What follows belongs to an exercise in optimizing a design on an open flow for small area, a short achievable clock period and few clock cycles; a production flow would make more cautious choices.
The RTL was checked by simulation tests, not by an equivalence proof against the original design.
Power is estimated from default activity; no workload was simulated.

<file path="flow/run.sh">
#!/bin/bash
# synth_recipe.tcl (not shown) runs the flow's synth.tcl, then flattens the netlist and writes it again
# the make line also repeats each setting of config.mk as NAME=value (left out here)
make -C /OpenROAD-flow-scripts/flow DESIGN_CONFIG=/design/flow/config.mk WORK_HOME=/design/flow/orfs CLKGATE_MAP_FILE= SYNTH_SCRIPT=/design/flow/synth_recipe.tcl finish
</file>
<file path="flow/config.mk">
export PLATFORM = sky130hd
export DESIGN_NAME = sqrt2
export DESIGN_NICKNAME = sqrt2
export VERILOG_FILES = /design/flow/design.v
export SDC_FILE = /design/flow/constraint.sdc
export NUM_CORES = 4
export LEC_CHECK = 0
export CAP_MARGIN = 20
export CORE_MARGIN = 2
export CORE_UTILIZATION = 40
export SLEW_MARGIN = 20
</file>
<file path="flow/constraint.sdc">
create_clock -name core_clock -period 5.0 [get_ports {CLK}]
set_input_delay 1.0000 -clock core_clock [delete_from_list [all_inputs] [get_ports {CLK}]]
set_output_delay 1.0000 -clock core_clock [all_outputs]
set_load 0.01 [all_outputs]
</file>
<file path="flow/design.v">
`timescale 1ns/1ps
module load(
    input  wire        clk,
    input  wire        enable,
    input  wire [15:0] data,
    output reg         sign,
    output reg  [4:0]  exp,
    output reg  [9:0]  mant,
    output reg         valid  
);
    reg prev_enable;
    always @(posedge clk) begin
        if (!enable) begin
            prev_enable <= 1'b0;
            valid <= 1'b0;
        end else begin
            if (!prev_enable) begin
                sign <= data[15];
                exp  <= data[14:10];
                mant <= data[9:0];
                valid <= 1'b1;
            end else begin
                valid <= 1'b0;
            end
            prev_enable <= 1'b1;
        end
    end
endmodule
`timescale 1ns/1ps
module special (
    input  wire        clk,
    input  wire        enable,
    input  wire        valid,
    input  wire        sign_in,
    input  wire [4:0]  exp_in,
    input  wire [9:0]  mant_in,
    output reg         s_valid,
    output reg         is_nan,
    output reg         is_pinf,
    output reg         is_ninf,
    output reg         is_normal,
    output reg         is_subnormal,
    output reg         sign_out,
    output reg  [4:0]  exp_out,
    output reg  [9:0]  mant_out
);
    localparam [4:0] EXP_MAX = 5'b11111;
    localparam [9:0] QUIET_BIT = 10'b1000000000;  
    wire is_input_nan;
    wire is_negative_number;
    assign is_input_nan = (exp_in == EXP_MAX) && (mant_in != 0);
    assign is_negative_number = sign_in && (exp_in != EXP_MAX) && ((exp_in != 0) || (mant_in != 0));
    always @(posedge clk) begin
        if (!enable) begin
            s_valid      <= 1'b0;
            is_nan       <= 1'b0;
            is_pinf      <= 1'b0;
            is_ninf      <= 1'b0;
            is_normal    <= 1'b0;
            is_subnormal <= 1'b0;
            sign_out     <= 1'b0;
            exp_out      <= 5'b0;
            mant_out     <= 10'b0;
        end else begin
            s_valid <= 1'b0;
            if (valid) begin
                sign_out <= sign_in;
                exp_out  <= exp_in;
                mant_out <= mant_in;
                if (is_input_nan) begin
                    is_nan       <= 1'b1;
                    is_pinf      <= 1'b0;
                    is_ninf      <= 1'b0;
                    is_normal    <= 1'b0;
                    is_subnormal <= 1'b0;
                    sign_out <= 1'b1;
                    exp_out  <= EXP_MAX;
                    mant_out <= QUIET_BIT;
                end
                else if (is_negative_number) begin
                    is_nan       <= 1'b1;
                    is_pinf      <= 1'b0;
                    is_ninf      <= 1'b0;
                    is_normal    <= 1'b0;
                    is_subnormal <= 1'b0;
                    sign_out <= 1'b1;
                    exp_out  <= EXP_MAX;
                    mant_out <= QUIET_BIT;
                end
                else if ((exp_in == EXP_MAX) && (mant_in == 0) && (sign_in == 0)) begin
                    is_nan       <= 1'b0;
                    is_pinf      <= 1'b1;
                    is_ninf      <= 1'b0;
                    is_normal    <= 1'b0;
                    is_subnormal <= 1'b0;
                end
                else if ((exp_in == EXP_MAX) && (mant_in == 0) && (sign_in == 1)) begin
                    is_nan       <= 1'b0;
                    is_pinf      <= 1'b0;
                    is_ninf      <= 1'b1;
                    is_normal    <= 1'b0;
                    is_subnormal <= 1'b0;
                end
                else if ((exp_in != 0) && (exp_in != EXP_MAX)) begin
                    is_nan       <= 1'b0;
                    is_pinf      <= 1'b0;
                    is_ninf      <= 1'b0;
                    is_normal    <= 1'b1;
                    is_subnormal <= 1'b0;
                end
                else begin
                    is_nan       <= 1'b0;
                    is_pinf      <= 1'b0;
                    is_ninf      <= 1'b0;
                    is_normal    <= 1'b0;
                    is_subnormal <= (mant_in != 0);  
                end
                s_valid <= 1'b1;
            end
        end
    end
endmodule
`timescale 1ns/1ps
module normalize (
    input  wire        clk,
    input  wire        enable,
    input  wire        s_valid,
    input  wire        sign_in,
    input  wire [4:0]  exp_in,
    input  wire [9:0]  mant_in,
    input  wire        is_normal_in,
    input  wire        is_subnormal_in,
    input  wire        is_nan_in,
    input  wire        is_pinf_in,
    input  wire        is_ninf_in,
    output reg         n_valid,
    output reg         is_num,
    output reg         is_nan,
    output reg         is_pinf,
    output reg         is_ninf,
    output reg         sign_out,
    output reg signed [6:0] exp_out,
    output reg  [10:0] mant_out
);
    localparam signed [6:0] BIAS = 7'd15;
    wire [3:0] clz_comb;
    assign clz_comb =
        mant_in[9] ? 4'd0 :
        mant_in[8] ? 4'd1 :
        mant_in[7] ? 4'd2 :
        mant_in[6] ? 4'd3 :
        mant_in[5] ? 4'd4 :
        mant_in[4] ? 4'd5 :
        mant_in[3] ? 4'd6 :
        mant_in[2] ? 4'd7 :
        mant_in[1] ? 4'd8 :
        mant_in[0] ? 4'd9 : 4'd10;
    reg [10:0] tmp_m;
    reg signed [6:0] tmp_exp;
    wire is_zero;
    assign is_zero = (exp_in == 5'd0) && (mant_in == 10'd0);
    always @(posedge clk) begin
        if (!enable) begin
            n_valid   <= 1'b0;
            is_num    <= 1'b0;
            is_nan    <= 1'b0;
            is_pinf   <= 1'b0;
            is_ninf   <= 1'b0;
            sign_out  <= 1'b0;
            exp_out   <= 7'sd0;
            mant_out  <= 11'd0;
        end else begin
            n_valid <= 1'b0;
            if (s_valid) begin
                if (is_zero) begin
                    is_num   <= 1'b1;
                    is_nan   <= 1'b0;
                    is_pinf  <= 1'b0;
                    is_ninf  <= 1'b0;
                    sign_out <= sign_in;  
                    exp_out  <= -7'sd15; 
                    mant_out <= 11'd0;
                end
                else if (is_normal_in) begin
                    is_num   <= 1'b1;
                    is_nan   <= 1'b0;
                    is_pinf  <= 1'b0;
                    is_ninf  <= 1'b0;
                    sign_out <= sign_in;
                    mant_out <= {1'b1, mant_in};  
                    exp_out  <= $signed({2'b00, exp_in}) - BIAS;
                end 
                else if (is_subnormal_in) begin
                    is_num   <= 1'b1;
                    is_nan   <= 1'b0;
                    is_pinf  <= 1'b0;
                    is_ninf  <= 1'b0;
                    sign_out <= sign_in;
                    tmp_m   = ({1'b0, mant_in} << (clz_comb + 1));
                    tmp_exp = $signed(7'sd0) - BIAS - $signed({3'b000, clz_comb});
                    mant_out <= tmp_m;
                    exp_out  <= tmp_exp;
                end 
                else begin
                    is_num   <= 1'b0;
                    is_nan   <= is_nan_in;
                    is_pinf  <= is_pinf_in;
                    is_ninf  <= is_ninf_in;
                    sign_out <= sign_in;
                    mant_out <= {1'b0, mant_in};
                    exp_out  <= $signed({2'b00, exp_in}) - BIAS;
                end
                n_valid <= 1'b1;
            end
        end
    end
endmodule
`timescale 1ns/1ps
module iterate (
    input  wire        clk,
    input  wire        enable,
    input  wire        n_valid,
    input  wire        is_nan_in,
    input  wire        is_pinf_in,
    input  wire        is_ninf_in,
    input  wire        is_num,
    input  wire        sign_in,
    input  wire [10:0] mant_in,
    input  wire signed [6:0] exp_in,
    output reg         it_valid,
    output reg         result,
    output reg         sign_out,
    output reg signed [6:0] exp_out,
    output reg [10:0]  mant_out,
    output reg         is_nan_out,
    output reg         is_pinf_out,
    output reg         is_ninf_out
);
    localparam ITER_MAX = 11;
    reg active;
    reg [3:0] iter_left;
    reg [33:0] radicand;
    reg [22:0] remainder;
    reg [11:0] root;
    reg is_special;
    reg stored_is_nan;
    reg stored_is_pinf;
    reg stored_is_ninf;
    reg stored_sign;
    reg signed [6:0] stored_exp;
    reg [10:0] stored_mant;
    reg done;
    wire [22:0] trial_comb;
    wire [22:0] remainder_next;
    wire [11:0] root_next;
    assign trial_comb = {root[10:0], 2'b01};
    assign remainder_next = {remainder[20:0], radicand[33:32]};
    assign root_next = (remainder_next >= trial_comb) ? {root[10:0], 1'b1} : {root[10:0], 1'b0};
    reg [11:0] work_mant;
    reg signed [6:0] work_exp;
    wire is_zero;
    assign is_zero = (exp_in == -7'sd15) && (mant_in == 11'd0);
    always @(posedge clk) begin
        if (!enable) begin
            active     <= 1'b0;
            it_valid   <= 1'b0;
            result     <= 1'b0;
            sign_out   <= 1'b0;
            exp_out    <= 7'sd0;
            mant_out   <= 11'd0;
            iter_left  <= 4'd0;
            radicand   <= 34'd0;
            remainder  <= 23'd0;
            root       <= 12'd0;
            is_special <= 1'b0;
            stored_is_nan  <= 1'b0;
            stored_is_pinf <= 1'b0;
            stored_is_ninf <= 1'b0;
            stored_sign    <= 1'b0;
            stored_exp     <= 7'sd0;
            stored_mant    <= 11'd0;
            is_nan_out  <= 1'b0;
            is_pinf_out <= 1'b0;
            is_ninf_out <= 1'b0;
            done <= 1'b0;
        end else begin
            if (done) begin
                it_valid <= 1'b1;
                result   <= 1'b1;
                is_nan_out  <= stored_is_nan;
                is_pinf_out <= stored_is_pinf;
                is_ninf_out <= stored_is_ninf;
                sign_out <= stored_sign;
                exp_out  <= stored_exp;
                mant_out <= stored_mant;
            end else begin
                it_valid <= 1'b0;
                result   <= 1'b0;
                if (n_valid && !active) begin
                    if (is_zero) begin
                        it_valid <= 1'b1;
                        result   <= 1'b1;
                        active   <= 1'b0;
                        is_special <= 1'b1;
                        done <= 1'b1;
                        stored_is_nan  <= 1'b0;
                        stored_is_pinf <= 1'b0;
                        stored_is_ninf <= 1'b0;
                        is_nan_out  <= 1'b0;
                        is_pinf_out <= 1'b0;
                        is_ninf_out <= 1'b0;
                        stored_sign <= sign_in;
                        stored_exp  <= -7'sd15;
                        stored_mant <= 11'd0;
                        sign_out <= sign_in; 
                        exp_out  <= -7'sd15;
                        mant_out <= 11'd0;
                    end
                    else if (!is_num || is_nan_in || is_pinf_in || is_ninf_in) begin
                        it_valid <= 1'b1;
                        result   <= 1'b1;
                        active   <= 1'b0;
                        is_special <= 1'b1;
                        done <= 1'b1;
                        stored_is_nan  <= is_nan_in;
                        stored_is_pinf <= is_pinf_in;
                        stored_is_ninf <= is_ninf_in;
                        is_nan_out  <= is_nan_in;
                        is_pinf_out <= is_pinf_in;
                        is_ninf_out <= is_ninf_in;
                        if (is_nan_in) begin
                            stored_sign <= 1'b1;
                            stored_exp  <= 7'sd16;
                            stored_mant <= 11'b10000000000;
                            sign_out <= 1'b1;
                            exp_out  <= 7'sd16;
                            mant_out <= 11'b10000000000;
                        end else if (is_pinf_in) begin
                            stored_sign <= 1'b0;
                            stored_exp  <= 7'sd16;
                            stored_mant <= 11'd0;
                            sign_out <= 1'b0;
                            exp_out  <= 7'sd16;
                            mant_out <= 11'd0;
                        end else if (is_ninf_in) begin
                            stored_sign <= 1'b1;
                            stored_exp  <= 7'sd16;
                            stored_mant <= 11'b10000000000;
                            stored_is_nan  <= 1'b1;
                            stored_is_pinf <= 1'b0;
                            stored_is_ninf <= 1'b0;
                            is_nan_out  <= 1'b1;
                            is_pinf_out <= 1'b0;
                            is_ninf_out <= 1'b0;
                            sign_out <= 1'b1;
                            exp_out  <= 7'sd16;
                            mant_out <= 11'b10000000000;
                        end else begin
                            stored_sign <= 1'b1;
                            stored_exp  <= 7'sd16;
                            stored_mant <= 11'b10000000000;
                            sign_out <= 1'b1;
                            exp_out  <= 7'sd16;
                            mant_out <= 11'b10000000000;
                        end
                    end 
                    else begin
                        is_special <= 1'b0;
                        stored_is_nan  <= 1'b0;
                        stored_is_pinf <= 1'b0;
                        stored_is_ninf <= 1'b0;
                        is_nan_out  <= 1'b0;
                        is_pinf_out <= 1'b0;
                        is_ninf_out <= 1'b0;
                        sign_out <= 1'b0;  
                        if (exp_in[0]) begin
                            work_mant = {mant_in, 1'b0}; 
                            work_exp  = exp_in - 7'sd1;  
                        end else begin
                            work_mant = mant_in;
                            work_exp  = exp_in;
                        end
                        exp_out <= {work_exp[6], work_exp[6:1]};
                        stored_exp <= {work_exp[6], work_exp[6:1]};
                        stored_sign <= 1'b0;
                        radicand  <= {work_mant, 22'd0};
                        remainder <= 23'd0;
                        root      <= 12'd0;
                        iter_left <= ITER_MAX;
                        active    <= 1'b1;
                    end
                end
                if (active) begin
                    radicand <= {radicand[31:0], 2'b00};
                    remainder <= (remainder_next >= trial_comb) ? 
                                 (remainder_next - trial_comb) : 
                                 remainder_next;
                    root      <= root_next;
                    it_valid <= 1'b1;
                    is_nan_out  <= 1'b0;
                    is_pinf_out <= 1'b0;
                    is_ninf_out <= 1'b0;
                    if (iter_left > 4'd1)
                        mant_out <= root_next[10:0] << (iter_left - 4'd1);
                    else
                        mant_out <= root_next[10:0];
                    if (iter_left == 4'd1) begin
                        result    <= 1'b1;
                        active    <= 1'b0;
                        iter_left <= 4'd0;
                        done <= 1'b1;
                        stored_mant <= root_next[10:0];
                        stored_is_nan  <= 1'b0;
                        stored_is_pinf <= 1'b0;
                        stored_is_ninf <= 1'b0;
                    end else begin
                        iter_left <= iter_left - 4'd1;
                    end
                end
            end
        end
    end
endmodule
`timescale 1ns/1ps
module pack (
    input  wire        clk,
    input  wire        enable,
    input  wire        it_valid,
    input  wire        sign_in,
    input  wire signed [6:0] exp_in,
    input  wire [10:0] mant_in,
    input  wire        is_nan_in,
    input  wire        is_pinf_in,
    input  wire        is_ninf_in,
    input  wire        result_in,
    output reg         p_valid,
    output reg         result_out,
    output reg [15:0]  out_data,
    output reg         is_nan_out,
    output reg         is_pinf_out,
    output reg         is_ninf_out
);
    localparam signed [6:0] BIAS = 15;
    reg signed [6:0] e_biased;
    reg [9:0] frac10;
    reg [10:0] shifted;
    reg [4:0] shift_amt;
    always @(posedge clk) begin
        if (!enable) begin
            p_valid     <= 1'b0;
            result_out  <= 1'b0;
            out_data    <= 16'h0000;
            is_nan_out  <= 1'b0;
            is_pinf_out <= 1'b0;
            is_ninf_out <= 1'b0;
        end else begin
            p_valid <= 1'b0;
            if (it_valid) begin
                result_out <= result_in;
                is_nan_out  <= is_nan_in;
                is_pinf_out <= is_pinf_in;
                is_ninf_out <= is_ninf_in;
                if (is_nan_in) begin
                    out_data <= {1'b1, 5'b11111, 10'b1000000000};
                end
                else if (is_pinf_in) begin
                    out_data <= 16'h7C00; 
                end
                else if (is_ninf_in) begin
                    out_data <= 16'hFE00;  
                end
                else begin
                    e_biased = exp_in + BIAS;
                    if (exp_in == -7'sd15 && mant_in == 11'd0) begin
                        out_data <= {sign_in, 5'b00000, 10'b0000000000};
                    end
                    else if (e_biased <= 0) begin
                        shift_amt = 1 - e_biased;
                        if (shift_amt >= 12)
                            frac10 = 10'b0;
                        else begin
                            shifted = mant_in >> shift_amt;
                            frac10 = shifted[9:0];
                        end
                        out_data <= {sign_in, 5'b00000, frac10};
                    end
                    else begin
                        frac10 = mant_in[9:0];
                        out_data <= {sign_in, e_biased[4:0], frac10};
                    end
                end
                p_valid <= 1'b1;
            end
        end
    end
endmodule
`timescale 1ns/1ps
module sqrt2 (
    input  wire [15:0] DATA_IN,
    output wire [15:0] DATA_OUT,
    output wire        IS_NAN,
    output wire        IS_PINF,
    output wire        IS_NINF,
    output wire        RESULT,
    input  wire        CLK,
    input  wire        ENABLE
);
    wire        load_sign;
    wire [4:0]  load_exp;
    wire [9:0]  load_mant;
    wire        load_valid;
    wire        spec_valid;
    wire        spec_is_nan;
    wire        spec_is_pinf;
    wire        spec_is_ninf;
    wire        spec_is_normal;
    wire        spec_is_subnormal;
    wire        spec_sign;
    wire [4:0]  spec_exp;
    wire [9:0]  spec_mant;
    wire        norm_valid;
    wire        norm_is_num;
    wire        norm_is_nan;
    wire        norm_is_pinf;
    wire        norm_is_ninf;
    wire        norm_sign;
    wire signed [6:0] norm_exp;
    wire [10:0] norm_mant;
    wire        iter_valid;
    wire        iter_result;
    wire        iter_sign;
    wire signed [6:0] iter_exp;
    wire [10:0] iter_mant;
    wire        iter_is_nan;
    wire        iter_is_pinf;
    wire        iter_is_ninf;
    wire        pack_valid;
    wire        pack_result;
    wire [15:0] pack_data;
    wire        pack_is_nan;
    wire        pack_is_pinf;
    wire        pack_is_ninf;
    wire        drive_output;
    assign drive_output = pack_valid & pack_result;
    assign DATA_OUT = drive_output ? pack_data : 16'h0000;
    assign RESULT  = pack_result;
    assign IS_NAN  = pack_is_nan;
    assign IS_PINF = pack_is_pinf;
    assign IS_NINF = pack_is_ninf;
    load load_inst (
        .clk(CLK),
        .enable(ENABLE),
        .data(DATA_IN),
        .sign(load_sign),
        .exp(load_exp),
        .mant(load_mant),
        .valid(load_valid)
    );
    special special_inst (
        .clk(CLK),
        .enable(ENABLE),
        .valid(load_valid),
        .sign_in(load_sign),
        .exp_in(load_exp),
        .mant_in(load_mant),
        .s_valid(spec_valid),
        .is_nan(spec_is_nan),
        .is_pinf(spec_is_pinf),
        .is_ninf(spec_is_ninf),
        .is_normal(spec_is_normal),
        .is_subnormal(spec_is_subnormal),
        .sign_out(spec_sign),
        .exp_out(spec_exp),
        .mant_out(spec_mant)
    );
    normalize normalize_inst (
        .clk(CLK),
        .enable(ENABLE),
        .s_valid(spec_valid),
        .sign_in(spec_sign),
        .exp_in(spec_exp),
        .mant_in(spec_mant),
        .is_normal_in(spec_is_normal),
        .is_subnormal_in(spec_is_subnormal),
        .is_nan_in(spec_is_nan),
        .is_pinf_in(spec_is_pinf),
        .is_ninf_in(spec_is_ninf),
        .n_valid(norm_valid),
        .is_num(norm_is_num),
        .is_nan(norm_is_nan),
        .is_pinf(norm_is_pinf),
        .is_ninf(norm_is_ninf),
        .sign_out(norm_sign),
        .exp_out(norm_exp),
        .mant_out(norm_mant)
    );
    iterate iterate_inst (
        .clk(CLK),
        .enable(ENABLE),
        .n_valid(norm_valid),
        .is_nan_in(norm_is_nan),
        .is_pinf_in(norm_is_pinf),
        .is_ninf_in(norm_is_ninf),
        .is_num(norm_is_num),
        .sign_in(norm_sign),
        .mant_in(norm_mant),
        .exp_in(norm_exp),
        .it_valid(iter_valid),
        .result(iter_result),
        .sign_out(iter_sign),
        .exp_out(iter_exp),
        .mant_out(iter_mant),
        .is_nan_out(iter_is_nan),
        .is_pinf_out(iter_is_pinf),
        .is_ninf_out(iter_is_ninf)
    );
    pack pack_inst (
        .clk(CLK),
        .enable(ENABLE),
        .it_valid(iter_valid),
        .sign_in(iter_sign),
        .exp_in(iter_exp),
        .mant_in(iter_mant),
        .is_nan_in(iter_is_nan),
        .is_pinf_in(iter_is_pinf),
        .is_ninf_in(iter_is_ninf),
        .result_in(iter_result),
        .p_valid(pack_valid),
        .result_out(pack_result),
        .out_data(pack_data),
        .is_nan_out(pack_is_nan),
        .is_pinf_out(pack_is_pinf),
        .is_ninf_out(pack_is_ninf)
    );
endmodule
</file>
==> results.txt <==
* Hold crit path type: flop to flop
* Fin crit period at 3.53 ns
* TritonCTS clock tree: done
* Synth top area share at 32.1%
* WS Path Type: flop to flop
* DR vias/cell at 5.87
* Syn-to-layout area delta at 11.3%
* Synth Area in Compound Gates at 24.1%
* Yosys reg bits at 178
* Tot Pwr at 0.00326 W
* Yosys warnings at 5
* Max_cap viols at 0
* Relative slew slack at 32.9%
* Post_cts resized at 0
* Via count at 9163
* Synth Instances at 1241
* IO buf count at 37
* CP Launch Type: flop
* TritonCTS buffer count at 17
* Placed wire-length estimate at 18.9 mm
* Core area at 0.0250 sq mm
* FMAX at 0.283 GHz
* Total track usage at 20.6%
* WL final at 27.0 mm
* Clock Latency Late Sink at 0.45 ns
* CTS root buf: clkbuf_16
* Chip height at 163 um
* CP arrival at 3.86 ns
* WHS Path Cells at 1
* Final hold vios at 0
* Initial core utilization at 40.4%
* Sequential-to-total area share from yosys stat at 36.8%
* Unique masters post-synth at 86
* RR Endpoint: normalize_inst.mant_out[8]
* CTS Buffer Depth at 2
* # IOs at 38
* Worst R2R Start: special_inst.mant_out[6]
* Post-layout nets at 1262
* Synth Net Count at 1284
* H-tree Lvls at 4
* DR DRC count at 0
* Cts hold-fix bufs at 0
* Drt wl/cell at 17.3 um
* Max Slew Vio Count at 0
* Post-synth EDFFs at 16
* Area contributors post-synth: dfxtp_1 (32%), a21oi_1 (6.2%), nor2_1 (5.9%)
* Reg clk slew, reported paths at 0.08 ns
* Clock skew at 0.0137 ns
* Final Setup Violations at 0
* Pwr/cell area at 289 mW/mm^2
* Simple-gate share of the synthesized area at 20.7%
* R2R setup slack at 1.47 ns
* Inserted Diodes at 0
* Ys async rst share at 0%
* DP Worst Slack at 1.58 ns
* RSZ-0062 raised after global routing: no
* GRT overflow at 0
* Maximum number of pins on one net before global-route repair at 97
* Critical Path RT at 5.33 ns
* Rows at 58
* # fillers at 2459
* Crit end category: flop
* ANT nets after route at 0
* Synth Area in Adders at 3.09%
* Post-CTS Setup Inserts at 0
* Leakage power total at 4.07 nW
* Final worst slack at 1.47 ns
* Layout cells sized above 1 at 6.57%
* Ys flop type: dfxtp_1
* XOR/XNOR Fraction of Synth Area at 2.70%
* Critical-path maximum fanout at 12
* Mux cell area share after synthesis at 7.36%
* DIE AREA at 0.0266 sq mm
* First-pass GRT wire length at 44.5 mm
* Tcrit/Tclk final at 70.7%
* Dominant combinational cell family by area after synthesis: compound AO/OA/AOI/OAI gates
* Status: finished clean
* Vias in the first global route at 8343
* Chip width at 163 um
* Worst-case reg-to-reg path depth at 11
* Hold EP: load_inst.valid
* Synthesized cell area at 0.0101 sq mm
* Initial antenna violation count at 0
* Tightest Pin Transition at 1.01 ns
* CTS sink cnt at 178
* Worst IR drop on VDD at 0.000195 V
* Drt pass-1 iters at 8
* GP Congestion at 0.913
* Largest area contributor in the netlist: dfxtp_1
* Iteration-0 DRC Markers at 919
* Hold_sp: load_inst.prev_enable
* Avg Cell Area, Syn at 8.15 sq um
* Final TNS setup at 0 ns
## per-stage QoR
| step | std cells | utilization (%) | cell area, sq um | hold slack, ns |
|---|---|---|---|---|
| global placement | 1529 | 42.5 | 10600 | 0.397 |
| CTS | 1561 | 44.9 | 11300 | 0.419 |
| finish | 1562 | 45.0 | 11300 | 0.417 |
| global route | 1562 | 45.0 | 11300 | 0.466 |
| detailed placement | 1529 | 42.5 | 10600 | 0.401 |
| floorplan | 1241 | - | 10100 | 0.393 |
## worst max-delay path: stages, from the launching register on
cell,delay (ns)
dfxtp_1,0.49
nor4_1,0.53
nand2_1,0.22
inv_2,0.17
ha_1,0.21
nor2b_1,0.31
o211ai_1,0.21
nand2_1,0.20
nor3_1,0.06
nor3_1,0.49
o41ai_1,0.17
a221o_1,0.35
## layer usage
metal  global-route usage, %  routed length [um]  vias to the layer above
li1                        -                   -                     4507
met3                    2.92                1230                       49
met2                    33.3               12300                      301
met4                    6.56                 518                        0
met5                       0                   0                        -
met1                    28.6               13000                     4306
## registers in the layout (all words and copies together) (netlist names), 4 cells and up
| register | cells |
|---|---|
| iterate_inst.root | 11 |
| iterate_inst.stored_mant | 11 |
| iterate_inst.exp_out | 6 |
| iterate_inst.stored_exp | 6 |
| iterate_inst.radicand | 12 |
| load_inst.mant | 10 |
| load_inst.exp | 5 |
| iterate_inst.iter_left | 4 |
| pack_inst.out_data | 16 |
| special_inst.exp_out | 5 |
| normalize_inst.mant_out | 11 |
| special_inst.mant_out | 10 |
| iterate_inst.mant_out | 11 |
| iterate_inst.remainder | 21 |
| normalize_inst.exp_out | 6 |
## cell usage after synthesis (18+ instances only)
| library cell | instances |
|---|---|
| dfxtp_1 | 162 |
| nor2_1 | 158 |
| a21oi_1 | 125 |
| nand2_1 | 90 |
| o21ai_0 | 76 |
| clkbuf_1 | 69 |
| mux2i_1 | 47 |
| inv_1 | 42 |
| a22oi_1 | 37 |
| and3_1 | 29 |
| nor3_1 | 28 |
| ha_1 | 25 |
| nand3_1 | 22 |
| a211oi_1 | 19 |
| xnor2_1 | 19 |
| a31oi_1 | 18 |
## report_power, final
group	internal, W	switching (W)	leakage (nW)
sequential	0.00147	0.0000484	1.46
combinational	0.000140	0.000224	2.32
clock	0.000681	0.000692	0.298
total	0.00229	0.000965	4.07
## layout by cell type (no fill, tap or decap), types with 9 or more instances in the layout
cell type,count
clkdlybuf4s50_1,37
xor2_1,9
nand2_1,90
a211oi_1,19
nor4_1,16
a21oi_1,125
nor3_1,28
xnor2_1,19
a31oi_1,18
mux4_2,9
nand2b_1,11
nand4_1,9
ha_1,25
a22oi_1,37
dfxtp_1,162
and2_1,14
clkbuf_16,17
nor2b_1,14
edfxtp_1,16
o211ai_1,12
and3_1,29
inv_1,42
mux2i_1,47
o21ai_0,76
a32oi_1,11
buf_4,11
nand3_1,22
nor2_1,158
## cell type report
type / count / area [sq um] / share of cell area [%]
Multi-Input combinational cell: 928 / 5860 / 52.0
Sequential cell: 178 / 3720 / 33.1
Timing Repair Buffer: 50 / 480 / 4.27
Clock buffer: 17 / 425 / 3.78
Tap cell: 330 / 413 / 3.67
Clock inverter: 15 / 194 / 1.72
Inverter: 44 / 165 / 1.47
## worst max-delay path by stage
stage	startpoint	to	slack, ns	cells past startpoint
after floorplan	special_inst.mant_out[6]	normalize_inst.mant_out[8]	2.03	12
after global placement	special_inst.mant_out[9]	normalize_inst.mant_out[8]	1.52	11
after detailed placement	iterate_inst.exp_out[0]	pack_inst.out_data[8]	1.58	9
after CTS	iterate_inst.exp_out[0]	pack_inst.out_data[8]	1.54	9
after global routing	iterate_inst.exp_out[0]	pack_inst.out_data[8]	1.24	9
final	special_inst.mant_out[6]	normalize_inst.mant_out[8]	1.47	11
## cell families (layout without fill, tap and decap cells)
family | Yosys count | in the layout
simple gates | 429 | 429
compound gates | 383 | 383
flops | 178 | 178
buf+inv | 135 | 126
mux | 62 | 62
xor+xnor | 29 | 29
fa+ha+maj | 25 | 25
Testbench counts, summed over its fixed seeds: cycles 191,603.

## what the ideal ports hide
In the flow no input, the clock included, has a driving cell. The finished layout below was timed again as built, in two steps. Step 1 sets driving cells, clkbuf_16 on the clock port and buf_2 on the other inputs (assumed; they add their load-dependent delay and slew). Step 2 moves the port delays by t, midway between the first and last clock arrival at a register: inputs arrive t later, outputs are due t later. That takes back most of the time a late clock gives input paths. Three values: ideal ports, drivers, drivers and shift; two values: the first two.
t, ns: 0.486
slack for setup (ns): 1.465 / 1.465 / 1.465
slew at the worst register clock pin (ns): 0.08 / 0.08
After both steps this run still meets setup and hold. The setup slack of this run moves by 0.000 ns with the drivers and by 0.000 ns with both steps.
